This is an optimization exercise on Yosys and OpenROAD, whose aim is small area, not a production implementation.
RTL that was checked went through simulation tests only; none was proved equivalent to the original.
Function not checked in run 4: the RTL went through the layout flow alone.

==> flow/design.v <==
module pid_fa (input a, input b, input c, output s, output co);
    assign s  = a ^ b ^ c;
    assign co = (a & b) | (a & c) | (b & c);
endmodule
module pid_ha (input a, input b, output s, output co);
    assign s  = a ^ b;
    assign co = a & b;
endmodule
module pid(
    input               reset_n,             
    input               clock,               
    input       [11:0]  target_angle,
    input       [11:0]  current_angle,
    input               pwm_enable,
    input               pwm_done,
    input               i2c_rd_done,
    input               angle_update,
    input               abort_angle,
    input               enable_stall_chk,
    output              stalled,
    input       [7:0]   kp,
    input       [3:0]   ki,
    input       [3:0]   kd,
    output      [15:0]  debug_signals,
    output reg          angle_done,
    output reg          pwm_update,
    output reg  [7:0]   pwm_ratio,
    output reg          pwm_direction
);
localparam          IDLE    = 2'b00;
localparam          ACCEL   = 2'b01;
localparam          CRUISE  = 2'b10;
localparam          DECEL   = 2'b11;
reg     [1:0]       state;
reg     [5:0]       curr_step;
reg                 rd_done, i2c_rd_done_ff;
reg     [11:0]      delta_angle;         
reg     [2:0]       seq;                 
reg     [12:0]      e;
reg                 ez;
wire    [11:0]      diff = e[11:0];
wire    [3:0]       kdz  = kd & {4{~ez}};
assign stalled = 1'b0;
assign debug_signals = {7'b0, curr_step, pwm_direction, state};
wire    [11:0]      diff_in;
wire    [12:0]      e_new;
wire    [11:0]      orp;
assign orp[0] = 1'b0;
genvar gi;
generate for (gi = 1; gi < 12; gi = gi + 1) begin : g_orp
    assign orp[gi] = orp[gi-1] | diff[gi-1];
end endgenerate
wire                dmin_dir = ~diff[11] | ~orp[11];
wire    [11:0]      dmin     = diff ^ (orp & {12{~dmin_dir}});
wire                c = (|kdz) & ~e[12] & (|e[11:0]);
wire    [23:13]     x;
    wire ds431;
    wire dc432;
    assign ds431 = current_angle[0] ^ target_angle[0];
    assign dc432 = current_angle[0] | ~target_angle[0];
    wire ds433;
    wire dc434;
    pid_fa u_ds433 (.a(current_angle[1]), .b(~target_angle[1]), .c(dc432), .s(ds433), .co(dc434));
    wire ds435;
    wire dc436;
    pid_fa u_ds435 (.a(current_angle[2]), .b(~target_angle[2]), .c(dc434), .s(ds435), .co(dc436));
    wire ds437;
    wire dc438;
    pid_fa u_ds437 (.a(current_angle[3]), .b(~target_angle[3]), .c(dc436), .s(ds437), .co(dc438));
    wire ds439;
    wire dc440;
    pid_fa u_ds439 (.a(current_angle[4]), .b(~target_angle[4]), .c(dc438), .s(ds439), .co(dc440));
    wire ds441;
    wire dc442;
    pid_fa u_ds441 (.a(current_angle[5]), .b(~target_angle[5]), .c(dc440), .s(ds441), .co(dc442));
    wire ds443;
    wire dc444;
    pid_fa u_ds443 (.a(current_angle[6]), .b(~target_angle[6]), .c(dc442), .s(ds443), .co(dc444));
    wire ds445;
    wire dc446;
    pid_fa u_ds445 (.a(current_angle[7]), .b(~target_angle[7]), .c(dc444), .s(ds445), .co(dc446));
    wire ds447;
    wire dc448;
    pid_fa u_ds447 (.a(current_angle[8]), .b(~target_angle[8]), .c(dc446), .s(ds447), .co(dc448));
    wire ds449;
    wire dc450;
    pid_fa u_ds449 (.a(current_angle[9]), .b(~target_angle[9]), .c(dc448), .s(ds449), .co(dc450));
    wire ds451;
    wire dc452;
    pid_fa u_ds451 (.a(current_angle[10]), .b(~target_angle[10]), .c(dc450), .s(ds451), .co(dc452));
    wire ds453;
    wire dc454;
    pid_fa u_ds453 (.a(current_angle[11]), .b(~target_angle[11]), .c(dc452), .s(ds453), .co(dc454));
    assign diff_in = {ds453, ds451, ds449, ds447, ds445, ds443, ds441, ds439, ds437, ds435, ds433, ds431};
    wire fs455;
    wire fc456;
    assign fs455 = ~dmin[0] ^ delta_angle[0];
    assign fc456 = ~dmin[0] & delta_angle[0];
    wire fs457;
    wire fc458;
    pid_fa u_fs457 (.a(~dmin[1]), .b(delta_angle[1]), .c(fc456), .s(fs457), .co(fc458));
    wire fs459;
    wire fc460;
    pid_fa u_fs459 (.a(~dmin[2]), .b(delta_angle[2]), .c(fc458), .s(fs459), .co(fc460));
    wire fs461;
    wire fc462;
    pid_fa u_fs461 (.a(~dmin[3]), .b(delta_angle[3]), .c(fc460), .s(fs461), .co(fc462));
    wire fs463;
    wire fc464;
    pid_fa u_fs463 (.a(~dmin[4]), .b(delta_angle[4]), .c(fc462), .s(fs463), .co(fc464));
    wire fs465;
    wire fc466;
    pid_fa u_fs465 (.a(~dmin[5]), .b(delta_angle[5]), .c(fc464), .s(fs465), .co(fc466));
    wire fs467;
    wire fc468;
    pid_fa u_fs467 (.a(~dmin[6]), .b(delta_angle[6]), .c(fc466), .s(fs467), .co(fc468));
    wire fs469;
    wire fc470;
    pid_fa u_fs469 (.a(~dmin[7]), .b(delta_angle[7]), .c(fc468), .s(fs469), .co(fc470));
    wire fs471;
    wire fc472;
    pid_fa u_fs471 (.a(~dmin[8]), .b(delta_angle[8]), .c(fc470), .s(fs471), .co(fc472));
    wire fs473;
    wire fc474;
    pid_fa u_fs473 (.a(~dmin[9]), .b(delta_angle[9]), .c(fc472), .s(fs473), .co(fc474));
    wire fs475;
    wire fc476;
    pid_fa u_fs475 (.a(~dmin[10]), .b(delta_angle[10]), .c(fc474), .s(fs475), .co(fc476));
    wire fs477;
    wire fc478;
    pid_fa u_fs477 (.a(~dmin[11]), .b(delta_angle[11]), .c(fc476), .s(fs477), .co(fc478));
    assign e_new = {fc478, ~fs477, ~fs475, ~fs473, ~fs471, ~fs469, ~fs467, ~fs465, ~fs463, ~fs461, ~fs459, ~fs457, ~fs455};
    wire p1;
    assign p1 = ~(kp[0] & delta_angle[0]);
    wire p2;
    assign p2 = ~(kp[0] & delta_angle[1]);
    wire p3;
    assign p3 = ~(kp[0] & delta_angle[2]);
    wire p4;
    assign p4 = ~(kp[0] & delta_angle[3]);
    wire p5;
    assign p5 = ~(kp[0] & delta_angle[4]);
    wire p6;
    assign p6 = ~(kp[0] & delta_angle[5]);
    wire p7;
    assign p7 = ~(kp[0] & delta_angle[6]);
    wire p8;
    assign p8 = ~(kp[0] & delta_angle[7]);
    wire p9;
    assign p9 = ~(kp[0] & delta_angle[8]);
    wire p10;
    assign p10 = ~(kp[0] & delta_angle[9]);
    wire p11;
    assign p11 = ~(kp[0] & delta_angle[10]);
    wire p12;
    assign p12 = ~(kp[1] & delta_angle[0]);
    wire p13;
    assign p13 = ~(kp[1] & delta_angle[1]);
    wire p14;
    assign p14 = ~(kp[1] & delta_angle[2]);
    wire p15;
    assign p15 = ~(kp[1] & delta_angle[3]);
    wire p16;
    assign p16 = ~(kp[1] & delta_angle[4]);
    wire p17;
    assign p17 = ~(kp[1] & delta_angle[5]);
    wire p18;
    assign p18 = ~(kp[1] & delta_angle[6]);
    wire p19;
    assign p19 = ~(kp[1] & delta_angle[7]);
    wire p20;
    assign p20 = ~(kp[1] & delta_angle[8]);
    wire p21;
    assign p21 = ~(kp[1] & delta_angle[9]);
    wire p22;
    assign p22 = ~((kp[1] & delta_angle[10]) | (kp[0] & delta_angle[11]));
    wire p23;
    assign p23 = ~(kp[2] & delta_angle[0]);
    wire p24;
    assign p24 = ~(kp[2] & delta_angle[1]);
    wire p25;
    assign p25 = ~(kp[2] & delta_angle[2]);
    wire p26;
    assign p26 = ~(kp[2] & delta_angle[3]);
    wire p27;
    assign p27 = ~(kp[2] & delta_angle[4]);
    wire p28;
    assign p28 = ~(kp[2] & delta_angle[5]);
    wire p29;
    assign p29 = ~(kp[2] & delta_angle[6]);
    wire p30;
    assign p30 = ~(kp[2] & delta_angle[7]);
    wire p31;
    assign p31 = ~(kp[2] & delta_angle[8]);
    wire p32;
    assign p32 = ~(kp[2] & delta_angle[9]);
    wire p33;
    assign p33 = ~((kp[2] & delta_angle[10]) | (kp[1] & delta_angle[11]));
    wire p34;
    assign p34 = ~(kp[3] & delta_angle[0]);
    wire p35;
    assign p35 = ~(kp[3] & delta_angle[1]);
    wire p36;
    assign p36 = ~(kp[3] & delta_angle[2]);
    wire p37;
    assign p37 = ~(kp[3] & delta_angle[3]);
    wire p38;
    assign p38 = ~(kp[3] & delta_angle[4]);
    wire p39;
    assign p39 = ~(kp[3] & delta_angle[5]);
    wire p40;
    assign p40 = ~(kp[3] & delta_angle[6]);
    wire p41;
    assign p41 = ~(kp[3] & delta_angle[7]);
    wire p42;
    assign p42 = ~(kp[3] & delta_angle[8]);
    wire p43;
    assign p43 = ~(kp[3] & delta_angle[9]);
    wire p44;
    assign p44 = ~((kp[3] & delta_angle[10]) | (kp[2] & delta_angle[11]));
    wire p45;
    assign p45 = ~(kp[4] & delta_angle[0]);
    wire p46;
    assign p46 = ~(kp[4] & delta_angle[1]);
    wire p47;
    assign p47 = ~(kp[4] & delta_angle[2]);
    wire p48;
    assign p48 = ~(kp[4] & delta_angle[3]);
    wire p49;
    assign p49 = ~(kp[4] & delta_angle[4]);
    wire p50;
    assign p50 = ~(kp[4] & delta_angle[5]);
    wire p51;
    assign p51 = ~(kp[4] & delta_angle[6]);
    wire p52;
    assign p52 = ~(kp[4] & delta_angle[7]);
    wire p53;
    assign p53 = ~(kp[4] & delta_angle[8]);
    wire p54;
    assign p54 = ~(kp[4] & delta_angle[9]);
    wire p55;
    assign p55 = ~((kp[4] & delta_angle[10]) | (kp[3] & delta_angle[11]));
    wire p56;
    assign p56 = ~(kp[5] & delta_angle[0]);
    wire p57;
    assign p57 = ~(kp[5] & delta_angle[1]);
    wire p58;
    assign p58 = ~(kp[5] & delta_angle[2]);
    wire p59;
    assign p59 = ~(kp[5] & delta_angle[3]);
    wire p60;
    assign p60 = ~(kp[5] & delta_angle[4]);
    wire p61;
    assign p61 = ~(kp[5] & delta_angle[5]);
    wire p62;
    assign p62 = ~(kp[5] & delta_angle[6]);
    wire p63;
    assign p63 = ~(kp[5] & delta_angle[7]);
    wire p64;
    assign p64 = ~(kp[5] & delta_angle[8]);
    wire p65;
    assign p65 = ~(kp[5] & delta_angle[9]);
    wire p66;
    assign p66 = ~((kp[5] & delta_angle[10]) | (kp[4] & delta_angle[11]));
    wire p67;
    assign p67 = ~(kp[6] & delta_angle[0]);
    wire p68;
    assign p68 = ~(kp[6] & delta_angle[1]);
    wire p69;
    assign p69 = ~(kp[6] & delta_angle[2]);
    wire p70;
    assign p70 = ~(kp[6] & delta_angle[3]);
    wire p71;
    assign p71 = ~(kp[6] & delta_angle[4]);
    wire p72;
    assign p72 = ~(kp[6] & delta_angle[5]);
    wire p73;
    assign p73 = ~(kp[6] & delta_angle[6]);
    wire p74;
    assign p74 = ~(kp[6] & delta_angle[7]);
    wire p75;
    assign p75 = ~(kp[6] & delta_angle[8]);
    wire p76;
    assign p76 = ~(kp[6] & delta_angle[9]);
    wire p77;
    assign p77 = ~((kp[6] & delta_angle[10]) | (kp[5] & delta_angle[11]));
    wire p78;
    assign p78 = ~(kp[7] & delta_angle[0]);
    wire p79;
    assign p79 = ~(kp[7] & delta_angle[1]);
    wire p80;
    assign p80 = ~(kp[7] & delta_angle[2]);
    wire p81;
    assign p81 = ~(kp[7] & delta_angle[3]);
    wire p82;
    assign p82 = ~(kp[7] & delta_angle[4]);
    wire p83;
    assign p83 = ~(kp[7] & delta_angle[5]);
    wire p84;
    assign p84 = ~(kp[7] & delta_angle[6]);
    wire p85;
    assign p85 = ~(kp[7] & delta_angle[7]);
    wire p86;
    assign p86 = ~(kp[7] & delta_angle[8]);
    wire p87;
    assign p87 = ~(kp[7] & delta_angle[9]);
    wire p88;
    assign p88 = ~((kp[7] & delta_angle[10]) | (kp[6] & delta_angle[11]));
    wire p89;
    assign p89 = ~(kp[7] & delta_angle[11]);
    wire q90;
    assign q90 = ~(kdz[0] & e[0]);
    wire q91;
    assign q91 = ~(kdz[0] & e[1]);
    wire q92;
    assign q92 = ~(kdz[0] & e[2]);
    wire q93;
    assign q93 = ~(kdz[0] & e[3]);
    wire q94;
    assign q94 = ~(kdz[0] & e[4]);
    wire q95;
    assign q95 = ~(kdz[0] & e[5]);
    wire q96;
    assign q96 = ~(kdz[0] & e[6]);
    wire q97;
    assign q97 = ~(kdz[0] & e[7]);
    wire q98;
    assign q98 = ~(kdz[0] & e[8]);
    wire q99;
    assign q99 = ~(kdz[0] & e[9]);
    wire q100;
    assign q100 = ~(kdz[0] & e[10]);
    wire q101;
    assign q101 = ~(kdz[0] & e[11]);
    wire q102;
    assign q102 = kdz[0] & e[12];
    wire q103;
    assign q103 = ~(kdz[1] & e[0]);
    wire q104;
    assign q104 = ~(kdz[1] & e[1]);
    wire q105;
    assign q105 = ~(kdz[1] & e[2]);
    wire q106;
    assign q106 = ~(kdz[1] & e[3]);
    wire q107;
    assign q107 = ~(kdz[1] & e[4]);
    wire q108;
    assign q108 = ~(kdz[1] & e[5]);
    wire q109;
    assign q109 = ~(kdz[1] & e[6]);
    wire q110;
    assign q110 = ~(kdz[1] & e[7]);
    wire q111;
    assign q111 = ~(kdz[1] & e[8]);
    wire q112;
    assign q112 = ~(kdz[1] & e[9]);
    wire q113;
    assign q113 = ~(kdz[1] & e[10]);
    wire q114;
    assign q114 = ~(kdz[1] & e[11]);
    wire q115;
    assign q115 = kdz[1] & e[12];
    wire q116;
    assign q116 = ~(kdz[2] & e[0]);
    wire q117;
    assign q117 = ~(kdz[2] & e[1]);
    wire q118;
    assign q118 = ~(kdz[2] & e[2]);
    wire q119;
    assign q119 = ~(kdz[2] & e[3]);
    wire q120;
    assign q120 = ~(kdz[2] & e[4]);
    wire q121;
    assign q121 = ~(kdz[2] & e[5]);
    wire q122;
    assign q122 = ~(kdz[2] & e[6]);
    wire q123;
    assign q123 = ~(kdz[2] & e[7]);
    wire q124;
    assign q124 = ~(kdz[2] & e[8]);
    wire q125;
    assign q125 = ~(kdz[2] & e[9]);
    wire q126;
    assign q126 = ~(kdz[2] & e[10]);
    wire q127;
    assign q127 = ~(kdz[2] & e[11]);
    wire q128;
    assign q128 = kdz[2] & e[12];
    wire q129;
    assign q129 = ~(kdz[3] & e[0]);
    wire q130;
    assign q130 = ~(kdz[3] & e[1]);
    wire q131;
    assign q131 = ~(kdz[3] & e[2]);
    wire q132;
    assign q132 = ~(kdz[3] & e[3]);
    wire q133;
    assign q133 = ~(kdz[3] & e[4]);
    wire q134;
    assign q134 = ~(kdz[3] & e[5]);
    wire q135;
    assign q135 = ~(kdz[3] & e[6]);
    wire q136;
    assign q136 = ~(kdz[3] & e[7]);
    wire q137;
    assign q137 = ~(kdz[3] & e[8]);
    wire q138;
    assign q138 = ~(kdz[3] & e[9]);
    wire q139;
    assign q139 = ~(kdz[3] & e[10]);
    wire q140;
    assign q140 = ~(kdz[3] & e[11]);
    wire q141;
    assign q141 = kdz[3] & e[12];
    wire s142;
    wire k143;
    pid_ha u_s142 (.a(q90), .b(c), .s(s142), .co(k143));
    wire s144;
    wire k145;
    pid_ha u_s144 (.a(q91), .b(q103), .s(s144), .co(k145));
    wire s146;
    wire k147;
    pid_ha u_s146 (.a(q92), .b(q104), .s(s146), .co(k147));
    wire s148;
    wire k149;
    pid_fa u_s148 (.a(q116), .b(k145), .c(s146), .s(s148), .co(k149));
    wire s150;
    wire k151;
    pid_ha u_s150 (.a(q93), .b(q105), .s(s150), .co(k151));
    wire s152;
    wire k153;
    pid_fa u_s152 (.a(q117), .b(q129), .c(k147), .s(s152), .co(k153));
    wire s154;
    wire k155;
    pid_fa u_s154 (.a(s150), .b(k149), .c(s152), .s(s154), .co(k155));
    wire s156;
    wire k157;
    pid_ha u_s156 (.a(p1), .b(q94), .s(s156), .co(k157));
    wire s158;
    wire k159;
    pid_fa u_s158 (.a(q106), .b(q118), .c(q130), .s(s158), .co(k159));
    wire s160;
    wire k161;
    pid_fa u_s160 (.a(k151), .b(s156), .c(s158), .s(s160), .co(k161));
    wire s162;
    wire k163;
    pid_fa u_s162 (.a(k153), .b(s160), .c(k155), .s(s162), .co(k163));
    wire s164;
    wire k165;
    pid_ha u_s164 (.a(p2), .b(p12), .s(s164), .co(k165));
    wire s166;
    wire k167;
    pid_fa u_s166 (.a(q95), .b(q107), .c(q119), .s(s166), .co(k167));
    wire s168;
    wire k169;
    pid_fa u_s168 (.a(q131), .b(k157), .c(s164), .s(s168), .co(k169));
    wire s170;
    wire k171;
    pid_fa u_s170 (.a(k159), .b(s166), .c(s168), .s(s170), .co(k171));
    wire s172;
    wire k173;
    pid_fa u_s172 (.a(k161), .b(s170), .c(k163), .s(s172), .co(k173));
    wire s174;
    wire k175;
    pid_ha u_s174 (.a(p3), .b(p13), .s(s174), .co(k175));
    wire s176;
    wire k177;
    pid_fa u_s176 (.a(p23), .b(q96), .c(q108), .s(s176), .co(k177));
    wire s178;
    wire k179;
    pid_fa u_s178 (.a(q120), .b(q132), .c(k165), .s(s178), .co(k179));
    wire s180;
    wire k181;
    pid_fa u_s180 (.a(s174), .b(k167), .c(s176), .s(s180), .co(k181));
    wire s182;
    wire k183;
    pid_fa u_s182 (.a(k169), .b(s178), .c(s180), .s(s182), .co(k183));
    wire s184;
    wire k185;
    pid_fa u_s184 (.a(k171), .b(s182), .c(k173), .s(s184), .co(k185));
    wire s186;
    wire k187;
    pid_ha u_s186 (.a(p4), .b(p14), .s(s186), .co(k187));
    wire s188;
    wire k189;
    pid_fa u_s188 (.a(p24), .b(p34), .c(q97), .s(s188), .co(k189));
    wire s190;
    wire k191;
    pid_fa u_s190 (.a(q109), .b(q121), .c(q133), .s(s190), .co(k191));
    wire s192;
    wire k193;
    pid_fa u_s192 (.a(k175), .b(s186), .c(k177), .s(s192), .co(k193));
    wire s194;
    wire k195;
    pid_fa u_s194 (.a(s188), .b(s190), .c(k179), .s(s194), .co(k195));
    wire s196;
    wire k197;
    pid_fa u_s196 (.a(k181), .b(s192), .c(s194), .s(s196), .co(k197));
    wire s198;
    wire k199;
    pid_fa u_s198 (.a(k183), .b(s196), .c(k185), .s(s198), .co(k199));
    wire s200;
    wire k201;
    pid_ha u_s200 (.a(p5), .b(p15), .s(s200), .co(k201));
    wire s202;
    wire k203;
    pid_fa u_s202 (.a(p25), .b(p35), .c(p45), .s(s202), .co(k203));
    wire s204;
    wire k205;
    pid_fa u_s204 (.a(q98), .b(q110), .c(q122), .s(s204), .co(k205));
    wire s206;
    wire k207;
    pid_fa u_s206 (.a(q134), .b(k187), .c(s200), .s(s206), .co(k207));
    wire s208;
    wire k209;
    pid_fa u_s208 (.a(k189), .b(k191), .c(s202), .s(s208), .co(k209));
    wire s210;
    wire k211;
    pid_fa u_s210 (.a(s204), .b(s206), .c(k193), .s(s210), .co(k211));
    wire s212;
    wire k213;
    pid_fa u_s212 (.a(s208), .b(k195), .c(s210), .s(s212), .co(k213));
    wire s214;
    wire k215;
    pid_fa u_s214 (.a(k197), .b(s212), .c(k199), .s(s214), .co(k215));
    wire s216;
    wire k217;
    pid_ha u_s216 (.a(p6), .b(p16), .s(s216), .co(k217));
    wire s218;
    wire k219;
    pid_fa u_s218 (.a(p26), .b(p36), .c(p46), .s(s218), .co(k219));
    wire s220;
    wire k221;
    pid_fa u_s220 (.a(p56), .b(q99), .c(q111), .s(s220), .co(k221));
    wire s222;
    wire k223;
    pid_fa u_s222 (.a(q123), .b(q135), .c(k201), .s(s222), .co(k223));
    wire s224;
    wire k225;
    pid_fa u_s224 (.a(s216), .b(k203), .c(k205), .s(s224), .co(k225));
    wire s226;
    wire k227;
    pid_fa u_s226 (.a(s218), .b(s220), .c(k207), .s(s226), .co(k227));
    wire s228;
    wire k229;
    pid_fa u_s228 (.a(s222), .b(k209), .c(s224), .s(s228), .co(k229));
    wire s230;
    wire k231;
    pid_fa u_s230 (.a(s226), .b(k211), .c(s228), .s(s230), .co(k231));
    wire s232;
    wire k233;
    pid_fa u_s232 (.a(k213), .b(s230), .c(k215), .s(s232), .co(k233));
    wire s234;
    wire k235;
    pid_ha u_s234 (.a(p7), .b(p17), .s(s234), .co(k235));
    wire s236;
    wire k237;
    pid_fa u_s236 (.a(p27), .b(p37), .c(p47), .s(s236), .co(k237));
    wire s238;
    wire k239;
    pid_fa u_s238 (.a(p57), .b(p67), .c(q100), .s(s238), .co(k239));
    wire s240;
    wire k241;
    pid_fa u_s240 (.a(q112), .b(q124), .c(q136), .s(s240), .co(k241));
    wire s242;
    wire k243;
    pid_fa u_s242 (.a(k217), .b(s234), .c(k219), .s(s242), .co(k243));
    wire s244;
    wire k245;
    pid_fa u_s244 (.a(k221), .b(s236), .c(s238), .s(s244), .co(k245));
    wire s246;
    wire k247;
    pid_fa u_s246 (.a(s240), .b(k223), .c(k225), .s(s246), .co(k247));
    wire s248;
    wire k249;
    pid_fa u_s248 (.a(s242), .b(s244), .c(k227), .s(s248), .co(k249));
    wire s250;
    wire k251;
    pid_fa u_s250 (.a(k229), .b(s246), .c(s248), .s(s250), .co(k251));
    wire s252;
    wire k253;
    pid_fa u_s252 (.a(k231), .b(s250), .c(k233), .s(s252), .co(k253));
    wire s254;
    wire k255;
    pid_ha u_s254 (.a(p8), .b(p18), .s(s254), .co(k255));
    wire s256;
    wire k257;
    pid_fa u_s256 (.a(p28), .b(p38), .c(p48), .s(s256), .co(k257));
    wire s258;
    wire k259;
    pid_fa u_s258 (.a(p58), .b(p68), .c(p78), .s(s258), .co(k259));
    wire s260;
    wire k261;
    pid_fa u_s260 (.a(q101), .b(q113), .c(q125), .s(s260), .co(k261));
    wire s262;
    wire k263;
    pid_fa u_s262 (.a(q137), .b(k235), .c(s254), .s(s262), .co(k263));
    wire s264;
    wire k265;
    pid_fa u_s264 (.a(k237), .b(k239), .c(k241), .s(s264), .co(k265));
    wire s266;
    wire k267;
    pid_fa u_s266 (.a(s256), .b(s258), .c(s260), .s(s266), .co(k267));
    wire s268;
    wire k269;
    pid_fa u_s268 (.a(s262), .b(k243), .c(k245), .s(s268), .co(k269));
    wire s270;
    wire k271;
    pid_fa u_s270 (.a(s264), .b(s266), .c(k247), .s(s270), .co(k271));
    wire s272;
    wire k273;
    pid_fa u_s272 (.a(s268), .b(k249), .c(s270), .s(s272), .co(k273));
    wire s274;
    wire k275;
    pid_fa u_s274 (.a(k251), .b(s272), .c(k253), .s(s274), .co(k275));
    wire s276;
    wire k277;
    pid_fa u_s276 (.a(p9), .b(p19), .c(p29), .s(s276), .co(k277));
    wire s278;
    wire k279;
    pid_fa u_s278 (.a(p39), .b(p49), .c(p59), .s(s278), .co(k279));
    wire s280;
    wire k281;
    pid_fa u_s280 (.a(p69), .b(p79), .c(q102), .s(s280), .co(k281));
    wire s282;
    wire k283;
    pid_fa u_s282 (.a(q114), .b(q126), .c(q138), .s(s282), .co(k283));
    wire s284;
    wire k285;
    pid_fa u_s284 (.a(k255), .b(k257), .c(k259), .s(s284), .co(k285));
    wire s286;
    wire k287;
    pid_fa u_s286 (.a(k261), .b(s276), .c(s278), .s(s286), .co(k287));
    wire s288;
    wire k289;
    pid_fa u_s288 (.a(s280), .b(s282), .c(k263), .s(s288), .co(k289));
    wire s290;
    wire k291;
    pid_fa u_s290 (.a(k265), .b(k267), .c(s284), .s(s290), .co(k291));
    wire s292;
    wire k293;
    pid_fa u_s292 (.a(s286), .b(s288), .c(k269), .s(s292), .co(k293));
    wire s294;
    wire k295;
    pid_fa u_s294 (.a(s290), .b(k271), .c(s292), .s(s294), .co(k295));
    wire s296;
    wire k297;
    pid_fa u_s296 (.a(k273), .b(s294), .c(k275), .s(s296), .co(k297));
    wire s298;
    wire k299;
    pid_fa u_s298 (.a(p10), .b(p20), .c(p30), .s(s298), .co(k299));
    wire s300;
    wire k301;
    pid_fa u_s300 (.a(p40), .b(p50), .c(p60), .s(s300), .co(k301));
    wire s302;
    wire k303;
    pid_fa u_s302 (.a(p70), .b(p80), .c(q115), .s(s302), .co(k303));
    wire s304;
    wire k305;
    pid_fa u_s304 (.a(q127), .b(q139), .c(k277), .s(s304), .co(k305));
    wire s306;
    wire k307;
    pid_fa u_s306 (.a(k279), .b(k281), .c(k283), .s(s306), .co(k307));
    wire s308;
    wire k309;
    pid_fa u_s308 (.a(s298), .b(s300), .c(s302), .s(s308), .co(k309));
    wire s310;
    wire k311;
    pid_fa u_s310 (.a(k285), .b(k287), .c(s304), .s(s310), .co(k311));
    wire s312;
    wire k313;
    pid_fa u_s312 (.a(s306), .b(s308), .c(k289), .s(s312), .co(k313));
    wire s314;
    wire k315;
    pid_fa u_s314 (.a(k291), .b(s310), .c(s312), .s(s314), .co(k315));
    wire s316;
    wire k317;
    pid_fa u_s316 (.a(k293), .b(s314), .c(k295), .s(s316), .co(k317));
    wire s318;
    wire k319;
    pid_fa u_s318 (.a(p11), .b(p21), .c(p31), .s(s318), .co(k319));
    wire s320;
    wire k321;
    pid_fa u_s320 (.a(p41), .b(p51), .c(p61), .s(s320), .co(k321));
    wire s322;
    wire k323;
    pid_fa u_s322 (.a(p71), .b(p81), .c(q128), .s(s322), .co(k323));
    wire s324;
    wire k325;
    pid_fa u_s324 (.a(q140), .b(k299), .c(k301), .s(s324), .co(k325));
    wire s326;
    wire k327;
    pid_fa u_s326 (.a(k303), .b(s318), .c(s320), .s(s326), .co(k327));
    wire s328;
    wire k329;
    pid_fa u_s328 (.a(s322), .b(k305), .c(k307), .s(s328), .co(k329));
    wire s330;
    wire k331;
    pid_fa u_s330 (.a(k309), .b(s324), .c(s326), .s(s330), .co(k331));
    wire s332;
    wire k333;
    pid_fa u_s332 (.a(k311), .b(s328), .c(s330), .s(s332), .co(k333));
    wire s334;
    wire k335;
    pid_fa u_s334 (.a(k313), .b(s332), .c(k315), .s(s334), .co(k335));
    wire s336;
    wire k337;
    pid_fa u_s336 (.a(p22), .b(p32), .c(p42), .s(s336), .co(k337));
    wire s338;
    wire k339;
    pid_fa u_s338 (.a(p52), .b(p62), .c(p72), .s(s338), .co(k339));
    wire s340;
    wire k341;
    pid_fa u_s340 (.a(p82), .b(q141), .c(k319), .s(s340), .co(k341));
    wire s342;
    wire k343;
    pid_fa u_s342 (.a(k321), .b(k323), .c(s336), .s(s342), .co(k343));
    wire s344;
    wire k345;
    pid_fa u_s344 (.a(s338), .b(k325), .c(k327), .s(s344), .co(k345));
    wire s346;
    wire k347;
    pid_fa u_s346 (.a(s340), .b(s342), .c(k329), .s(s346), .co(k347));
    wire s348;
    wire k349;
    pid_fa u_s348 (.a(k331), .b(s344), .c(s346), .s(s348), .co(k349));
    wire s350;
    wire k351;
    pid_fa u_s350 (.a(k333), .b(s348), .c(k335), .s(s350), .co(k351));
    wire s352;
    wire k353;
    pid_ha u_s352 (.a(p33), .b(p43), .s(s352), .co(k353));
    wire s354;
    wire k355;
    pid_fa u_s354 (.a(p53), .b(p63), .c(p73), .s(s354), .co(k355));
    wire s356;
    wire k357;
    pid_fa u_s356 (.a(p83), .b(s352), .c(k337), .s(s356), .co(k357));
    wire s358;
    wire k359;
    pid_fa u_s358 (.a(k339), .b(s354), .c(k341), .s(s358), .co(k359));
    wire s360;
    wire k361;
    pid_fa u_s360 (.a(k343), .b(s356), .c(k345), .s(s360), .co(k361));
    wire s362;
    wire k363;
    pid_fa u_s362 (.a(s358), .b(k347), .c(s360), .s(s362), .co(k363));
    wire s364;
    wire k365;
    pid_fa u_s364 (.a(k349), .b(s362), .c(k351), .s(s364), .co(k365));
    wire s366;
    wire k367;
    pid_ha u_s366 (.a(p44), .b(p54), .s(s366), .co(k367));
    wire s368;
    wire k369;
    pid_fa u_s368 (.a(p64), .b(p74), .c(p84), .s(s368), .co(k369));
    wire s370;
    wire k371;
    pid_fa u_s370 (.a(k353), .b(s366), .c(k355), .s(s370), .co(k371));
    wire s372;
    wire k373;
    pid_fa u_s372 (.a(s368), .b(k357), .c(s370), .s(s372), .co(k373));
    wire s374;
    wire k375;
    pid_fa u_s374 (.a(k359), .b(s372), .c(k361), .s(s374), .co(k375));
    wire s376;
    wire k377;
    pid_fa u_s376 (.a(k363), .b(s374), .c(k365), .s(s376), .co(k377));
    wire s378;
    wire k379;
    pid_ha u_s378 (.a(p55), .b(p65), .s(s378), .co(k379));
    wire s380;
    wire k381;
    pid_fa u_s380 (.a(p75), .b(p85), .c(k367), .s(s380), .co(k381));
    wire s382;
    wire k383;
    pid_fa u_s382 (.a(s378), .b(k369), .c(s380), .s(s382), .co(k383));
    wire s384;
    wire k385;
    pid_fa u_s384 (.a(k371), .b(s382), .c(k373), .s(s384), .co(k385));
    wire s386;
    wire k387;
    pid_fa u_s386 (.a(s384), .b(k375), .c(k377), .s(s386), .co(k387));
    wire s388;
    wire k389;
    pid_ha u_s388 (.a(p66), .b(p76), .s(s388), .co(k389));
    wire s390;
    wire k391;
    pid_fa u_s390 (.a(p86), .b(k379), .c(s388), .s(s390), .co(k391));
    wire s392;
    wire k393;
    pid_fa u_s392 (.a(k381), .b(s390), .c(k383), .s(s392), .co(k393));
    wire s394;
    wire k395;
    pid_fa u_s394 (.a(s392), .b(k385), .c(k387), .s(s394), .co(k395));
    wire s396;
    wire k397;
    pid_ha u_s396 (.a(p77), .b(p87), .s(s396), .co(k397));
    wire s398;
    wire k399;
    pid_fa u_s398 (.a(k389), .b(s396), .c(k391), .s(s398), .co(k399));
    wire s400;
    wire k401;
    pid_fa u_s400 (.a(s398), .b(k393), .c(k395), .s(s400), .co(k401));
    wire s402;
    wire k403;
    pid_ha u_s402 (.a(p88), .b(k397), .s(s402), .co(k403));
    wire s404;
    wire k405;
    pid_fa u_s404 (.a(s402), .b(k399), .c(k401), .s(s404), .co(k405));
    wire s406;
    wire k407;
    pid_ha u_s406 (.a(p89), .b(k403), .s(s406), .co(k407));
    wire y408;
    assign y408 = 1'b0;
    wire y409;
    assign y409 = (~k143 & ~s144) | (y408 & (~k143 | ~s144));
    wire y410;
    assign y410 = ~s148 & y409;
    wire y411;
    assign y411 = ~s154 & y410;
    wire y412;
    assign y412 = ~s162 & y411;
    wire y413;
    assign y413 = ~s172 & y412;
    wire y414;
    assign y414 = ~s184 & y413;
    wire y415;
    assign y415 = ~s198 & y414;
    wire y416;
    assign y416 = ~s214 & y415;
    wire y417;
    assign y417 = ~s232 & y416;
    wire y418;
    assign y418 = ~s252 & y417;
    wire y419;
    assign y419 = ~s274 & y418;
    wire y420;
    assign y420 = ~s296 & y419;
    assign x[13] = ~k297 ^ ~s316 ^ y420;
    wire y421;
    assign y421 = (~k297 & ~s316) | (y420 & (~k297 | ~s316));
    assign x[14] = ~k317 ^ ~s334 ^ y421;
    wire y422;
    assign y422 = (~k317 & ~s334) | (y421 & (~k317 | ~s334));
    assign x[15] = ~s350 ^ y422;
    wire y423;
    assign y423 = ~s350 & y422;
    assign x[16] = ~s364 ^ y423;
    wire y424;
    assign y424 = ~s364 & y423;
    assign x[17] = ~s376 ^ y424;
    wire y425;
    assign y425 = ~s376 & y424;
    assign x[18] = ~s386 ^ y425;
    wire y426;
    assign y426 = ~s386 & y425;
    assign x[19] = ~s394 ^ y426;
    wire y427;
    assign y427 = ~s394 & y426;
    assign x[20] = ~s400 ^ y427;
    wire y428;
    assign y428 = ~s400 & y427;
    assign x[21] = ~s404 ^ y428;
    wire y429;
    assign y429 = ~s404 & y428;
    assign x[22] = ~k405 ^ ~s406 ^ y429;
    wire y430;
    assign y430 = (~k405 & ~s406) | (y429 & (~k405 | ~s406));
    assign x[23] = 1'b1 ^ ~k407 ^ y430;
wire    [10:0]      xx = {x[23] ^ c, x[22:13]};
reg     [1:0]       sh;
always @(*) begin
    if(state == ACCEL)
        sh = (curr_step < 6'd3) ? 2'd3 : (curr_step < 6'd5) ? 2'd2 :
             (curr_step < 6'd7) ? 2'd1 : 2'd0;
    else if(state == DECEL)
        sh = (delta_angle > 12'd30) ? 2'd1 : (delta_angle > 12'd20) ? 2'd2 :
             (delta_angle > 12'd10) ? 2'd1 : 2'd0;
    else
        sh = 2'd0;
end
wire    [9:0]       xs1 = sh[0] ? xx[10:1] : xx[9:0];
wire    [7:0]       rsel = sh[1] ? xs1[9:2] : xs1[7:0];
always @(posedge clock) begin
    if(seq == 3'd1)
        e <= {1'b0, diff_in};
    else if(seq == 3'd6)
        e <= e_new;
end
always @(negedge reset_n or posedge clock) begin
    if(~reset_n) begin
        angle_done          <= 1'b0;
        pwm_update          <= 1'b0;
        ez                  <= 1'b1;
        rd_done             <= 1'b0;
        i2c_rd_done_ff      <= 1'b0;
        state               <= IDLE;
        curr_step           <= 6'b0;
        pwm_ratio           <= 8'b0;
        seq                 <= 3'd0;
        delta_angle         <= 12'b0;
        pwm_direction       <= 1'b0;
    end
    else begin
        i2c_rd_done_ff  <= i2c_rd_done;
        rd_done         <= !i2c_rd_done_ff & i2c_rd_done;
        if(seq != 3'd0 || rd_done)
            seq <= seq + 3'd1;
        if(seq == 3'd6) begin
            delta_angle   <= dmin;
            pwm_direction <= dmin_dir;
            ez            <= 1'b0;
        end
        else if(rd_done)
            ez            <= 1'b1;
        case (state)
            IDLE: begin
                if(angle_update) begin
                    state       <= ACCEL;
                    angle_done  <= 1'b0;
                end
                pwm_update  <= 1'b0;
                curr_step   <= 6'b0;
                pwm_ratio   <= 8'b0;
            end
            ACCEL: begin
                if(~pwm_enable)
                    state <= IDLE;
                pwm_update  <= 1'b1;
                if(rd_done) begin
                    pwm_ratio <= rsel;
                    if(curr_step != 6'b111111)
                        curr_step <= curr_step + 6'b1;
                    else
                        state <= CRUISE;
                end
            end
            CRUISE: begin
                if(~pwm_enable)
                    state <= IDLE;
                if(delta_angle < 12'd40)
                    state <= DECEL;
                pwm_ratio <= rsel;
            end
            DECEL: begin
                if(~pwm_enable)
                    state <= IDLE;
                pwm_ratio <= rsel;
                if(delta_angle <= 12'd20 && delta_angle > 12'd10) begin
                    state       <= IDLE;
                    angle_done  <= 1'b1;
                end
            end
        endcase
    end
end
endmodule
==> flow/flow/run.sh <==
#!/bin/bash
set -euo pipefail
bash standard.sh BUFFER_PORTS_ARGS="-buffer_cell sky130_fd_sc_hd__buf_1" finish > flow_make.log 2>&1
==> flow/standard.sh <==
#!/bin/bash
# synth_recipe.tcl (not shown) runs the flow's synth.tcl, then flattens the netlist and writes it again
# the make line also repeats each setting of config.mk as NAME=value (left out here)
make -C /OpenROAD-flow-scripts/flow DESIGN_CONFIG=/design/flow/config.mk WORK_HOME=/design/flow/orfs CLKGATE_MAP_FILE= SYNTH_SCRIPT=/design/flow/synth_recipe.tcl "${@:-finish}"
==> flow/config.mk <==
export PLATFORM = sky130hd
export DESIGN_NAME = pid
export DESIGN_NICKNAME = pid
export VERILOG_FILES = /design/flow/design.v
export SDC_FILE = /design/flow/constraint.sdc
export NUM_CORES = 4
export LEC_CHECK = 0
export CAP_MARGIN = 20
export CORE_MARGIN = 2
export CORE_UTILIZATION = 40
export CTS_BUF_LIST = sky130_fd_sc_hd__clkbuf_16
export CTS_CLUSTER_DIAMETER = 200
export CTS_CLUSTER_SIZE = 50
export SLEW_MARGIN = 20
export SYNTH_HIERARCHICAL = 1
==> flow/constraint.sdc <==
create_clock -name core_clock -period 12.0 [get_ports {clock}]
set_input_delay 2.4000 -clock core_clock [delete_from_list [all_inputs] [get_ports {clock}]]
set_output_delay 2.4000 -clock core_clock [all_outputs]
set_load 0.01 [all_outputs]
==> impl_metrics.yaml, run 1 <==
run_status:
  status: "no timing/DRC/antenna violations"
routing:
  antenna_left: 0
  routed.top_layer: "met4"
  viasPerCell: 5.32
  drc_errors: 0
  firstDrtPassIters: 6
  wl_met2_um: 8290
  vias: 4898
  drt_iter0_drc: 221
  wl_per_cell_um: 17.5
  drt_wl_total_um: 16100
  wl_met1_um: 6700
  wl_met3_um: 788
setup_path:
  r2r_setup_slack_ps: 3080
  worst-setup-path-type: "primary input to flop"
  end_kind: "flop"
  path_buf_inv: 2
  cp.required_ps: 12220
  cp_slowest_cell: "fa_1"
  crit_family: "adder cells"
  startpoint_type: "primary input"
  crit_arrival_ps: 11070
  r2r_end: "pwm_ratio[7]"
  worstPathMaxFanout: 5
  crit_top_cell: "fa_1"
  r2r_start: "ez"
  reg2reg_depth: 31
  critPathMaxStageDelay_ps: 520
  critPathLaunch: "kd[1]"
floorplanning:
  ios: 76
  initial_utilization: 0.408
  core_um2: 16600
  num_rows: 47
  dieWidth_um: 134
  die_height_um: 134
  dieArea_um2: 18000
final_layout:
  diodes: 0
  num-nets-final: 921
  areaGrowthSynthToFinish_pct: 6.80
  drive_gt1_frac: 0.0357
timing:
  max_freq_mhz: 92.2
  setup_viol: 0
  setup_ws_ps: 1150
  holdWs_ps: 400
  skew_ps: 4.91
  rsz0062_at_grt: "no"
  hold_viol_final: 0
  worst_pin_slew_ps: 999
  setup_tns_ps: 0
  period_minus_slack_ps: 10850
  period_share: 0.904
  slew_headroom: 0.334
  maxSlewViolCount: 0
synthesis:
  synth.distinct_cells: 56
  post_synth_fa_ha_maj_area_fraction: 0.474
  syn_inst: 671
  seq_area_frac_synth: 0.193
  synthSimpleGateAreaFrac: 0.158
  ys.flop_type: "dfrtp_1"
  synth_edf_count: 12
  yosys-top-cells-count: "nand2_1 (175), fa_1 (139), inv_1 (37)"
  synth.area.top_cells: "fa_1 (41%), dfrtp_1 (13%), nand2_1 (9.7%)"
  syn_area_per_cell_um2: 10.1
  synth_compound_area_frac: 0.0837
  synth_area_um2: 6770
  synth_top_area_frac: 0.411
  synth-seq-cells: 50
  synth_top_family_by_area: "adder cells"
  yosysWarnings: 7
  synth_xor_area_frac: 0.0168
  synthMuxAreaShare: 0.0150
  yosys.area.top_type: "fa_1"
  yosysMostFrequentCell: "nand2_1"
  ys_async_sr_fraction: 0.740
clocking:
  cts_tree: "done"
  post-cts-setup-buffer-count: 0
  cts_num_sinks: 50
  cts_root_buffer: "clkbuf_16"
  htreeDepth: 2
  clk_pin_slew_ps: 60
  clockBufferDepth: 2
  numCtsBuffers: 5
  holdBufCountCts: 0
  clkLatencyLatePin_ps: 290
  cts_resized: 0
global_routing:
  antenna_found_initial: 0
  grt.total_usage: 0.191
  first_global_vias: 5416
  overflow: 0
  grt_start_max_net_pins: 38
  grt_pass1_wl_um: 27000
hold_path:
  hold_path_end: "rd_done"
  min-delay-start: "i2c_rd_done_ff"
  hold_depth: 1
  hold_path_class: "flop to flop"
placed_design:
  place_congestion: 0.881
  place_ws_ps: 860
  io_buffers: 60
  dp_hpwl_um: 12600
run:
  drv_cap: 0
worst max path at each step:
stage / end / cells past startpoint
after CTS: pwm_ratio[7] / 32
final: pwm_ratio[7] / 32
after global routing: pwm_ratio[7] / 32
after detailed placement: pwm_ratio[7] / 32
after global placement: pwm_ratio[7] / 32
after floorplan: pwm_ratio[7] / 32
routing by layer:
layer,vias up,GRT usage
li1,2209,-
met1,2532,0.249
met2,139,0.337
met3,18,0.0295
met4,0,0.0474
met5,-,0
per-module statistics from Yosys (local to each module, per instance):
module	flops+latches	cells inside
pid_fa	0	1
pid	50	516
pid_ha	0	1
layout make-up:
cell class	instances	area, um2
Tap cell	220	275
Inverter	37	139
Clock inverter	3	12.5
Multi-Input combinational cell	538	5090
Fill cell	1658	9350
Sequential cell	50	1310
Clock buffer	5	125
Timing Repair Buffer	68	287
per-stage QoR:
stage | cells | utilization | area (um2)
2_1_floorplan | 678 | - | 6800
3_3_place_gp | 913 | 0.428 | 7100
3_5_place_dp | 913 | 0.428 | 7100
4_1_cts | 921 | 0.436 | 7230
5_1_grt | 921 | 0.436 | 7230
6_report | 921 | 0.436 | 7230
registers in the layout, summed over array words and instances, names as in the netlist:
register / flops
ez: 1
state: 2
i2c_rd_done_ff: 1
pwm_ratio: 8
pwm_direction: 1
seq: 3
curr_step: 6
delta_angle: 12
e: 13
angle_done: 1
pwm_update: 1
rd_done: 1
placed cells by master, fill, tap and decap left out, types with 4 or more instances in the layout:
cell,count
fa_1,139
nand3_1,5
inv_1,38
a21oi_1,19
nor3_1,4
nor4_1,7
conb_1,8
o31ai_1,4
buf_1,59
o211ai_1,4
ha_1,34
dfrtp_1,36
mux2i_1,9
nor2b_1,8
o21a_1,4
nand2_1,175
nor2_1,21
nand2b_1,4
o21ai_0,29
xor2_1,10
a22oi_1,9
edfxtp_1,12
buf_4,8
clkbuf_16,5
and2_1,6
cell families after synthesis:
kind of cell / count (synthesis)
other cells: 1
simple gates: 246
xor+xnor: 13
mux: 10
flops: 50
compound gates: 88
fa+ha+maj: 173
buf+inv: 90
==> run 2, diff against run 1 <==
--- a/flow/config.mk
+++ b/flow/config.mk
@@ -8,8 +8,6 @@
 export CAP_MARGIN = 20
 export CORE_MARGIN = 2
 export CORE_UTILIZATION = 40
-export CTS_BUF_LIST = sky130_fd_sc_hd__clkbuf_16
-export CTS_CLUSTER_DIAMETER = 200
-export CTS_CLUSTER_SIZE = 50
+export CTS_BUF_LIST = sky130_fd_sc_hd__clkbuf_8
 export SLEW_MARGIN = 20
 export SYNTH_HIERARCHICAL = 1
==> run 2 against run 1 <==
Against the previous run: sequential share of layout area increased by 0.12 points; critical endpoint unchanged; utilization fell by 0.28 points; still clean on timing, DRC and antenna; count of clock-buffer cells in the layout is 1 higher; final cell count unchanged; area after synthesis unchanged; critical path depth is the same; global-route usage fell by 0.057 points.
==> impl_metrics.yaml, run 2 <==
routing:
  wl_per_cell_um: 17.4
  drc_errors: 0
  drt_wl_total_um: 16000
  viasPerCell: 5.30
  drt_iter0_drc: 224
  vias: 4884
  antenna_left: 0
  firstDrtPassIters: 5
clocking:
  post-cts-setup-buffer-count: 0
  clkLatencyLatePin_ps: 310
  clk_pin_slew_ps: 90
  cts_tree: "done"
  numCtsBuffers: 5
  clockBufferDepth: 2
  cts_root_buffer: "clkbuf_8"
  cts_resized: 0
  holdBufCountCts: 0
  htreeDepth: 2
  cts_num_sinks: 50
floorplanning:
  die_height_um: 134
  ios: 76
  num_rows: 47
  dieArea_um2: 18000
  dieWidth_um: 134
  core_um2: 16600
  initial_utilization: 0.408
synthesis:
  syn_inst: 671
  synth.distinct_cells: 56
  yosysWarnings: 7
  ys.flop_type: "dfrtp_1"
  syn_area_per_cell_um2: 10.1
  ys_async_sr_fraction: 0.740
  synth-seq-cells: 50
  synth_area_um2: 6770
  yosys-top-cells-count: "nand2_1 (175), fa_1 (139), inv_1 (37)"
  yosys.area.top_type: "fa_1"
  synth_edf_count: 12
  synth_top_area_frac: 0.411
  synth.area.top_cells: "fa_1 (41%), dfrtp_1 (13%), nand2_1 (9.7%)"
  seq_area_frac_synth: 0.193
  yosysMostFrequentCell: "nand2_1"
timing:
  hold_viol_final: 0
  max_freq_mhz: 92.4
  setup_viol: 0
  skew_ps: 7.44
  slew_headroom: 0.326
  period_share: 0.902
  holdWs_ps: 404
  period_minus_slack_ps: 10820
  rsz0062_at_grt: "no"
  setup_tns_ps: 0
  worst_pin_slew_ps: 1010
  maxSlewViolCount: 0
setup_path:
  end_kind: "flop"
  critPathMaxStageDelay_ps: 520
  cp.required_ps: 12240
  worstPathMaxFanout: 5
  crit_top_cell: "fa_1"
  worst-setup-path-type: "primary input to flop"
  startpoint_type: "primary input"
  crit_arrival_ps: 11060
  cp_slowest_cell: "fa_1"
final_layout:
  final_common_cell: "nand2_1"
  drive_gt1_frac: 0.0357
  fillCellCount: 1666
  multi_input_area_um2: 5090
  regArea_um2: 1310
  top_register: "e"
  largest_register_ff_count: 13
  reg_top3: "e: 13 flops, delta_angle: 12 flops, pwm_ratio: 8 flops"
  areaGrowthSynthToFinish_pct: 6.11
  mostFrequentLayoutCells: "nand2_1 (175), fa_1 (139), buf_1 (59)"
  diodes: 0
  num-nets-final: 921
placed_design:
  dp_hpwl_um: 12600
  place_congestion: 0.881
  io_buffers: 60
run:
  drv_cap: 0
global_routing:
  grt_pass1_wl_um: 26900
  grt_start_max_net_pins: 38
  overflow: 0
  first_global_vias: 5428
  antenna_found_initial: 0
  grt.total_usage: 0.191
run_status:
  status: "no timing/DRC/antenna violations"
hold_path:
  hold_path_class: "flop to flop"
-- run 2: worst paths after layout --
check / startpoint / to / slack [ps] / cells after the start
max reg2reg: ez / pwm_ratio[7] / 3090 / 31
max in group asynchronous: reset_n / delta_angle[0] / 9130 / 1
min in group asynchronous: reset_n / pwm_ratio[1] / 2240 / 1
max: kd[1] / pwm_ratio[7] / 1180 / 32
min reg2reg: i2c_rd_done_ff / rd_done / 400 / 1
min: i2c_rd_done_ff / rd_done / 400 / 1
-- run 2: area by class of cell --
| class | count | area share |
|---|---|---|
| inverters | 37 | 0.0193 |
| clock buffers | 6 | 0.0115 |
| multi-input cells | 538 | 0.708 |
| repair buffers | 68 | 0.0399 |
| clock inverters | 2 | 0.00122 |
| flip-flops and latches | 50 | 0.182 |
| well taps | 220 | 0.0383 |
-- run 2: worst max-delay path, delay by kind of cell --
kind	cells	cell delay (ps)
AOI/OAI and AO/OA	1	120
xor gates and xnor gates	2	400
adders and majority gates	22	7080
buffers and inverters	2	220
muxes	1	90
and+or+nand+nor	4	760
-- run 2: stage by stage --
stage / utilization / cells / setup WS [ps] / instance area, um2
after detailed placement: 0.428 / 913 / 860 / 7100
after floorplan: - / 678 / 1570 / 6800
after global placement: 0.428 / 913 / 1040 / 7100
after CTS: 0.433 / 921 / 1220 / 7190
final: 0.433 / 921 / 1180 / 7190
after global routing: 0.433 / 921 / 853 / 7190
-- run 2: per-layer routing --
layer	GRT usage	wire, um	vias to the layer above
li1	-	-	2204
met1	0.252	6630	2508
met2	0.334	8240	148
met3	0.0253	809	24
met4	0.0474	365	0
met5	0	0	-
-- run 2: Yosys stat by module, one instance, submodules excluded --
module	copies in the design	flops+latches	cells
pid_fa	136	0	1
pid	1	50	516
pid_ha	19	0	1
-- run 2: cells by family after synthesis --
| family | count (synthesis) | share of synthesized area |
|---|---|---|
| XOR/XNOR | 13 | 0.0168 |
| other | 1 | 0.000554 |
| flip-flops | 50 | 0.193 |
| AO/OA/AOI/OAI | 88 | 0.0837 |
| AND/OR/NAND/NOR | 246 | 0.158 |
| adder cells (fa/ha/maj) | 173 | 0.474 |
| buffers and inverters | 90 | 0.0597 |
| multiplexers | 10 | 0.0150 |
==> run 3, diff against run 2 <==
--- a/flow/config.mk
+++ b/flow/config.mk
@@ -9,5 +9,7 @@
 export CORE_MARGIN = 2
 export CORE_UTILIZATION = 40
 export CTS_BUF_LIST = sky130_fd_sc_hd__clkbuf_8
+export CTS_CLUSTER_DIAMETER = 100
+export CTS_CLUSTER_SIZE = 20
 export SLEW_MARGIN = 20
 export SYNTH_HIERARCHICAL = 1
==> run 3 against run 2 <==
Against the previous run: wire length did not move; hold slack did not move; global-route usage did not move; critical path type unchanged; maximum frequency did not move; area after synthesis did not move; register-to-register slack barely moved; highest routed layer unchanged; count of clock-buffer cells in the layout did not move.
==> impl_metrics.yaml, run 3 <==
global_routing:
  antenna_found_initial: 0
  overflow: 0
  grt.total_usage: 0.191
  grt_start_max_net_pins: 38
  grt_pass1_wl_um: 26900
  first_global_vias: 5428
setup_path:
  crit_top_cell: "fa_1"
  end_kind: "flop"
  cp_slowest_cell: "fa_1"
  cp.required_ps: 12240
  crit_arrival_ps: 11060
  startpoint_type: "primary input"
  worstPathMaxFanout: 5
  critPathMaxStageDelay_ps: 520
  worst-setup-path-type: "primary input to flop"
final_layout:
  final_common_cell: "nand2_1"
  reg_top3: "e: 13 flops, delta_angle: 12 flops, pwm_ratio: 8 flops"
  areaGrowthSynthToFinish_pct: 6.11
  num-nets-final: 921
  fillCellCount: 1666
  mostFrequentLayoutCells: "nand2_1 (175), fa_1 (139), buf_1 (59)"
  diodes: 0
  largest_register_ff_count: 13
  top_register: "e"
  drive_gt1_frac: 0.0357
timing:
  setup_viol: 0
  period_minus_slack_ps: 10820
  skew_ps: 7.44
  hold_viol_final: 0
  worst_pin_slew_ps: 1010
  setup_tns_ps: 0
  max_freq_mhz: 92.4
  slew_headroom: 0.326
  rsz0062_at_grt: "no"
  maxSlewViolCount: 0
  period_share: 0.902
clocking:
  post-cts-setup-buffer-count: 0
  cts_root_buffer: "clkbuf_8"
  numCtsBuffers: 5
  cts_resized: 0
  holdBufCountCts: 0
  cts_num_sinks: 50
  clkLatencyLatePin_ps: 310
  htreeDepth: 2
  clockBufferDepth: 2
  clk_pin_slew_ps: 90
  cts_tree: "done"
floorplanning:
  die_height_um: 134
  initial_utilization: 0.408
  num_rows: 47
  dieWidth_um: 134
  ios: 76
  dieArea_um2: 18000
  core_um2: 16600
routing:
  firstDrtPassIters: 5
  viasPerCell: 5.30
  vias: 4884
  antenna_left: 0
  drc_errors: 0
  drt_wl_total_um: 16000
  wl_per_cell_um: 17.4
  drt_iter0_drc: 224
placed_design:
  dp_hpwl_um: 12600
  io_buffers: 60
  place_congestion: 0.881
synthesis:
  ys.flop_type: "dfrtp_1"
  seq_area_frac_synth: 0.193
  synth-seq-cells: 50
  syn_area_per_cell_um2: 10.1
  yosys.area.top_type: "fa_1"
  synth_edf_count: 12
  synth_top_area_frac: 0.411
  synth.area.top_cells: "fa_1 (41%), dfrtp_1 (13%), nand2_1 (9.7%)"
  yosys-top-cells-count: "nand2_1 (175), fa_1 (139), inv_1 (37)"
  synth_area_um2: 6770
  yosysMostFrequentCell: "nand2_1"
  synth.distinct_cells: 56
  syn_inst: 671
  ys_async_sr_fraction: 0.740
  yosysWarnings: 7
run:
  drv_cap: 0
hold_path:
  hold_path_class: "flop to flop"
run_status:
  status: "no timing/DRC/antenna violations"
## run 3: cell counts after synthesis
Identical to the previous run, type by type.
## run 3: final timing paths
kind	slack, ps	from	end	cells after the start
max	1180	kd[1]	pwm_ratio[7]	32
min	400	i2c_rd_done_ff	rd_done	1
max reg2reg	3090	ez	pwm_ratio[7]	31
min reg2reg	400	i2c_rd_done_ff	rd_done	1
max in group asynchronous	9130	reset_n	delta_angle[0]	1
min in group asynchronous	2240	reset_n	pwm_ratio[1]	1
## run 3: modules after synthesis (local to each module, per instance)
module	area (um2)	copies in the design	flops+latches	cells
pid_ha	12.5	19	0	1
pid	3810	1	50	516
pid_fa	20.0	136	0	1
## run 3: per-stage QoR
stage	hold slack (ps)	instance area, um2	instances	worst slack, ps	utilization
floorplan	378	6800	678	1570	-
global placement	384	7100	913	1040	0.428
detailed placement	396	7100	913	860	0.428
CTS	409	7190	921	1220	0.433
global route	417	7190	921	853	0.433
finish	404	7190	921	1180	0.433
## run 3: metal layers
| metal | track usage | share of wire |
|---|---|---|
| met5 | 0 | 0 |
| met4 | 0.0474 | 0.023 |
| met3 | 0.0253 | 0.050 |
| met1 | 0.252 | 0.41 |
| met2 | 0.334 | 0.51 |
## run 3: critical path, delay by kind of cell
kind                     cells  cell delay [ps]
AO/OA/AOI/OAI                1              120
AND/OR/NAND/NOR              4              760
multiplexers                 1               90
adder cells (fa/ha/maj)     22             7080
buffers and inverters        2              220
XOR/XNOR                     2              400
## run 3: layout make-up
cell class,instances,area (um2),share of cell area
clock inverters,2,8.76,0.00122
multi-input cells,538,5090,0.708
clock buffers,6,82.6,0.0115
flip-flops and latches,50,1310,0.182
repair buffers,68,287,0.0399
well taps,220,275,0.0383
inverters,37,139,0.0193
## run 3: logic make-up (layout without fill, tap and decap cells)
family	after synthesis	after routing	share of synthesized area
AND/OR/NAND/NOR	246	246	0.158
XOR/XNOR	13	13	0.0168
AO/OA/AOI/OAI	88	88	0.0837
multiplexers	10	10	0.0150
adder cells (fa/ha/maj)	173	173	0.474
buffers and inverters	90	113	0.0597
flip-flops	50	50	0.193
other	1	8	0.000554
==> run 4, diff against run 3 <==
--- a/flow/design.v
+++ b/flow/design.v
@@ -42,7 +42,7 @@
 wire    [3:0]       kdz  = kd & {4{~ez}};
 assign stalled = 1'b0;
 assign debug_signals = {7'b0, curr_step, pwm_direction, state};
-wire    [11:0]      diff_in;
+wire    [11:0]      diff_in_n;           
 wire    [12:0]      e_new;
 wire    [11:0]      orp;
 assign orp[0] = 1'b0;
@@ -56,42 +56,42 @@
 wire    [23:13]     x;
     wire ds431;
     wire dc432;
-    assign ds431 = current_angle[0] ^ target_angle[0];
-    assign dc432 = current_angle[0] | ~target_angle[0];
+    assign ds431 = ~current_angle[0] ^ target_angle[0];
+    assign dc432 = ~current_angle[0] & target_angle[0];
     wire ds433;
     wire dc434;
-    pid_fa u_ds433 (.a(current_angle[1]), .b(~target_angle[1]), .c(dc432), .s(ds433), .co(dc434));
+    pid_fa u_ds433 (.a(~current_angle[1]), .b(target_angle[1]), .c(dc432), .s(ds433), .co(dc434));
     wire ds435;
     wire dc436;
-    pid_fa u_ds435 (.a(current_angle[2]), .b(~target_angle[2]), .c(dc434), .s(ds435), .co(dc436));
+    pid_fa u_ds435 (.a(~current_angle[2]), .b(target_angle[2]), .c(dc434), .s(ds435), .co(dc436));
     wire ds437;
     wire dc438;
-    pid_fa u_ds437 (.a(current_angle[3]), .b(~target_angle[3]), .c(dc436), .s(ds437), .co(dc438));
+    pid_fa u_ds437 (.a(~current_angle[3]), .b(target_angle[3]), .c(dc436), .s(ds437), .co(dc438));
     wire ds439;
     wire dc440;
-    pid_fa u_ds439 (.a(current_angle[4]), .b(~target_angle[4]), .c(dc438), .s(ds439), .co(dc440));
+    pid_fa u_ds439 (.a(~current_angle[4]), .b(target_angle[4]), .c(dc438), .s(ds439), .co(dc440));
     wire ds441;
     wire dc442;
-    pid_fa u_ds441 (.a(current_angle[5]), .b(~target_angle[5]), .c(dc440), .s(ds441), .co(dc442));
+    pid_fa u_ds441 (.a(~current_angle[5]), .b(target_angle[5]), .c(dc440), .s(ds441), .co(dc442));
     wire ds443;
     wire dc444;
-    pid_fa u_ds443 (.a(current_angle[6]), .b(~target_angle[6]), .c(dc442), .s(ds443), .co(dc444));
+    pid_fa u_ds443 (.a(~current_angle[6]), .b(target_angle[6]), .c(dc442), .s(ds443), .co(dc444));
     wire ds445;
     wire dc446;
-    pid_fa u_ds445 (.a(current_angle[7]), .b(~target_angle[7]), .c(dc444), .s(ds445), .co(dc446));
+    pid_fa u_ds445 (.a(~current_angle[7]), .b(target_angle[7]), .c(dc444), .s(ds445), .co(dc446));
     wire ds447;
     wire dc448;
-    pid_fa u_ds447 (.a(current_angle[8]), .b(~target_angle[8]), .c(dc446), .s(ds447), .co(dc448));
+    pid_fa u_ds447 (.a(~current_angle[8]), .b(target_angle[8]), .c(dc446), .s(ds447), .co(dc448));
     wire ds449;
     wire dc450;
-    pid_fa u_ds449 (.a(current_angle[9]), .b(~target_angle[9]), .c(dc448), .s(ds449), .co(dc450));
+    pid_fa u_ds449 (.a(~current_angle[9]), .b(target_angle[9]), .c(dc448), .s(ds449), .co(dc450));
     wire ds451;
     wire dc452;
-    pid_fa u_ds451 (.a(current_angle[10]), .b(~target_angle[10]), .c(dc450), .s(ds451), .co(dc452));
+    pid_fa u_ds451 (.a(~current_angle[10]), .b(target_angle[10]), .c(dc450), .s(ds451), .co(dc452));
     wire ds453;
     wire dc454;
-    pid_fa u_ds453 (.a(current_angle[11]), .b(~target_angle[11]), .c(dc452), .s(ds453), .co(dc454));
-    assign diff_in = {ds453, ds451, ds449, ds447, ds445, ds443, ds441, ds439, ds437, ds435, ds433, ds431};
+    pid_fa u_ds453 (.a(~current_angle[11]), .b(target_angle[11]), .c(dc452), .s(ds453), .co(dc454));
+    assign diff_in_n = {ds453, ds451, ds449, ds447, ds445, ds443, ds441, ds439, ds437, ds435, ds433, ds431};
     wire fs455;
     wire fc456;
     assign fs455 = ~dmin[0] ^ delta_angle[0];
@@ -884,7 +884,7 @@
 wire    [7:0]       rsel = sh[1] ? xs1[9:2] : xs1[7:0];
 always @(posedge clock) begin
     if(seq == 3'd1)
-        e <= {1'b0, diff_in};
+        e <= {1'b0, ~diff_in_n};
     else if(seq == 3'd6)
         e <= e_new;
 end
--- a/flow/config.mk
+++ b/flow/config.mk
@@ -9,7 +9,5 @@
 export CORE_MARGIN = 2
 export CORE_UTILIZATION = 40
 export CTS_BUF_LIST = sky130_fd_sc_hd__clkbuf_8
-export CTS_CLUSTER_DIAMETER = 100
-export CTS_CLUSTER_SIZE = 20
 export SLEW_MARGIN = 20
 export SYNTH_HIERARCHICAL = 1
==> run 4 against run 3 <==
Against the previous run: sequential share of layout area is 0.33 points lower; via count is 0.16% higher; global-route usage is 0.23 points lower; non-clock buffer count is 1 higher; highest routed layer is now met5.
==> impl_metrics.yaml, run 4 <==
synthesis:
  synth_top_area_frac: 0.405
  synth.distinct_cells: 58
  syn_inst: 662
  ys_async_sr_fraction: 0.740
  yosysMostFrequentCell: "nand2_1"
  synth-seq-cells: 50
  seq_area_frac_synth: 0.190
  synth_area_um2: 6870
  ys.flop_type: "dfrtp_1"
  syn_area_per_cell_um2: 10.4
  synth.area.top_cells: "fa_1 (41%), dfrtp_1 (13%), nand2_1 (9.6%)"
  yosys.area.top_type: "fa_1"
  yosysWarnings: 7
  synth_edf_count: 12
  yosys-top-cells-count: "nand2_1 (175), fa_1 (139), clkbuf_1 (36), dfrtp_1 (36), ha_1 (34)"
routing:
  antenna_left: 0
  firstDrtPassIters: 5
  drc_errors: 0
  wl_per_cell_um: 17.3
  vias: 4892
  drt_wl_total_um: 15800
  viasPerCell: 5.36
  drt_iter0_drc: 256
hold_path:
  hold_path_end: "rd_done"
  hold_path_class: "flop to flop"
  min-delay-start: "i2c_rd_done_ff"
  hold_depth: 1
floorplanning:
  dieArea_um2: 18200
  initial_utilization: 0.411
  ios: 76
  core_um2: 16700
  dieWidth_um: 135
  die_height_um: 135
  num_rows: 47
timing:
  holdWs_ps: 403
  max_freq_mhz: 92.0
  period_minus_slack_ps: 10870
  setup_tns_ps: 0
  period_share: 0.905
  skew_ps: 20.2
  maxSlewViolCount: 0
  slew_headroom: 0.347
  setup_viol: 0
  rsz0062_at_grt: "no"
  hold_viol_final: 0
  worst_pin_slew_ps: 979
setup_path:
  crit_arrival_ps: 11080
  reg2reg_depth: 31
  cp.required_ps: 12210
  crit_top_cell: "fa_1"
  startpoint_type: "primary input"
  cp_slowest_cell: "fa_1"
  critPathMaxStageDelay_ps: 520
  end_kind: "flop"
  r2r_setup_slack_ps: 2990
  r2r_end: "pwm_ratio[7]"
  worstPathMaxFanout: 5
  worst-setup-path-type: "primary input to flop"
  r2r_start: "ez"
final_layout:
  drive_gt1_frac: 0.0491
  mostFrequentLayoutCells: "nand2_1 (175), fa_1 (139), buf_1 (59)"
  final_common_cell: "nand2_1"
  diodes: 0
  areaGrowthSynthToFinish_pct: 6.63
  multi_input_area_um2: 5210
  fillCellCount: 1652
  regArea_um2: 1310
  reg_top3: "e: 13 flops, delta_angle: 12 flops, pwm_ratio: 8 flops"
  largest_register_ff_count: 13
  top_register: "e"
  num-nets-final: 913
run_status:
  status: "no timing/DRC/antenna violations"
placed_design:
  io_buffers: 60
  place_congestion: 0.888
  dp_hpwl_um: 12600
global_routing:
  grt_start_max_net_pins: 38
  first_global_vias: 5336
  grt.total_usage: 0.188
  antenna_found_initial: 1
  overflow: 0
  grt_pass1_wl_um: 26900
run:
  drv_cap: 0
clocking:
  clk_pin_slew_ps: 110
  cts_num_sinks: 50
  post-cts-setup-buffer-count: 0
  clockBufferDepth: 2
  cts_tree: "done"
  htreeDepth: 2
  cts_root_buffer: "clkbuf_8"
  numCtsBuffers: 5
  cts_resized: 0
  clkLatencyLatePin_ps: 330
  holdBufCountCts: 0
==> run 4: changes by cell type after synthesis, sizes merged, moves of 5 or more <==
cell	before	now
nor2	22	11
buf	23	17
inv	37	32
clkbuf	30	36
o21ai	31	26
a21oi	19	7
mux2	1	6
mux2i	9	20
a221o	1	6
==> run 4: worst max path at each step <==
| stage | start | end | depth (start not counted) |
|---|---|---|---|
| 6_report | kd[1] | pwm_ratio[7] | 32 |
| 5_1_grt | kd[1] | pwm_ratio[7] | 32 |
| 4_1_cts | kd[1] | pwm_ratio[7] | 32 |
| 3_5_place_dp | kd[1] | pwm_ratio[7] | 32 |
| 3_3_place_gp | kd[1] | pwm_ratio[7] | 32 |
| 2_1_floorplan | kd[0] | pwm_ratio[7] | 32 |
==> run 4: worst max-delay path, delay by kind of cell <==
family / cells / cell delay [ps]
compound gates: 1 / 280
xor+xnor: 2 / 350
fa+ha+maj: 22 / 7100
buf+inv: 2 / 180
simple gates: 5 / 790
==> run 4: Yosys stat by module, one instance, submodules excluded <==
module,area [um2],cells inside,copies in the design,flip-flops and latches
pid_fa,20.0,1,136,0
pid,3900,507,1,50
pid_ha,12.5,1,19,0
==> run 4: per-stage QoR <==
stage	instances	instance area (um2)	worst slack [ps]	util
6_report	913	7320	1130	0.438
5_1_grt	913	7320	732	0.438
4_1_cts	913	7320	1120	0.438
3_5_place_dp	905	7200	763	0.431
3_3_place_gp	905	7200	863	0.431
2_1_floorplan	669	6890	1410	-
==> run 4: cell type report <==
class / count / share of cell area
Sequential cell: 50 / 0.179
Clock inverter: 3 / 0.00649
Timing Repair Buffer: 69 / 0.0402
Inverter: 32 / 0.0164
Tap cell: 220 / 0.0376
Clock buffer: 5 / 0.00940
Multi-Input combinational cell: 534 / 0.711
==> run 4: logic make-up (layout without fill, tap and decap cells) <==
kind of cell,count (synthesis),in the layout,share of synthesized area
AO/OA/AOI/OAI,76,76,0.0782
flip-flops,50,50,0.190
adder cells (fa/ha/maj),173,173,0.467
XOR/XNOR,13,13,0.0166
other,1,8,0.000546
multiplexers,26,26,0.0401
AND/OR/NAND/NOR,238,238,0.152
buffers and inverters,85,109,0.0549
==> run 4: routing by layer <==
layer	GRT usage	share of wire
met5	0	0.00082
met4	0.0463	0.020
met3	0.0300	0.050
met2	0.324	0.50
met1	0.251	0.42

port drivers added, routing unchanged:
No port has a modelled driver above. Below, the same layouts with a new extraction and two added sets of constraints. Step 1 (the two cells are an assumption about what drives the block):
set clk [get_ports {clock}]
set_driving_cell -lib_cell sky130_fd_sc_hd__clkbuf_16 $clk
set_driving_cell -lib_cell sky130_fd_sc_hd__buf_2 [delete_from_list [all_inputs] $clk]
Step 2 also shifts input and output timing later by t, the mid clock arrival at the registers, as if the neighbouring blocks saw the same clock. Slacks: no drivers / after step 1 / after step 2; pairs: no drivers / after step 1.
run | t, ns | setup slack, ns | worst hold slack (ns) | worst data-port slew with drivers (ns) | pins driven straight from the clock port
run 1 | 0.327 | 1.149 / 1.161 / 0.834 | 0.400 / 0.400 / 0.400 | 0.03 | 1
run 2 | 0.339 | 1.179 / 1.187 / 0.848 | 0.404 / 0.404 / 0.404 | 0.03 | 1
run 3 | 0.339 | 1.179 / 1.187 / 0.848 | 0.404 / 0.404 / 0.404 | 0.03 | 1
run 4 | 0.361 | 1.135 / 1.144 / 0.782 | 0.403 / 0.403 / 0.403 | 0.08 | 1
After both steps setup and hold are still met in every run listed. The setup slack of run 4, which loses most, moves by +0.009 ns with the drivers and by -0.353 ns with both steps.
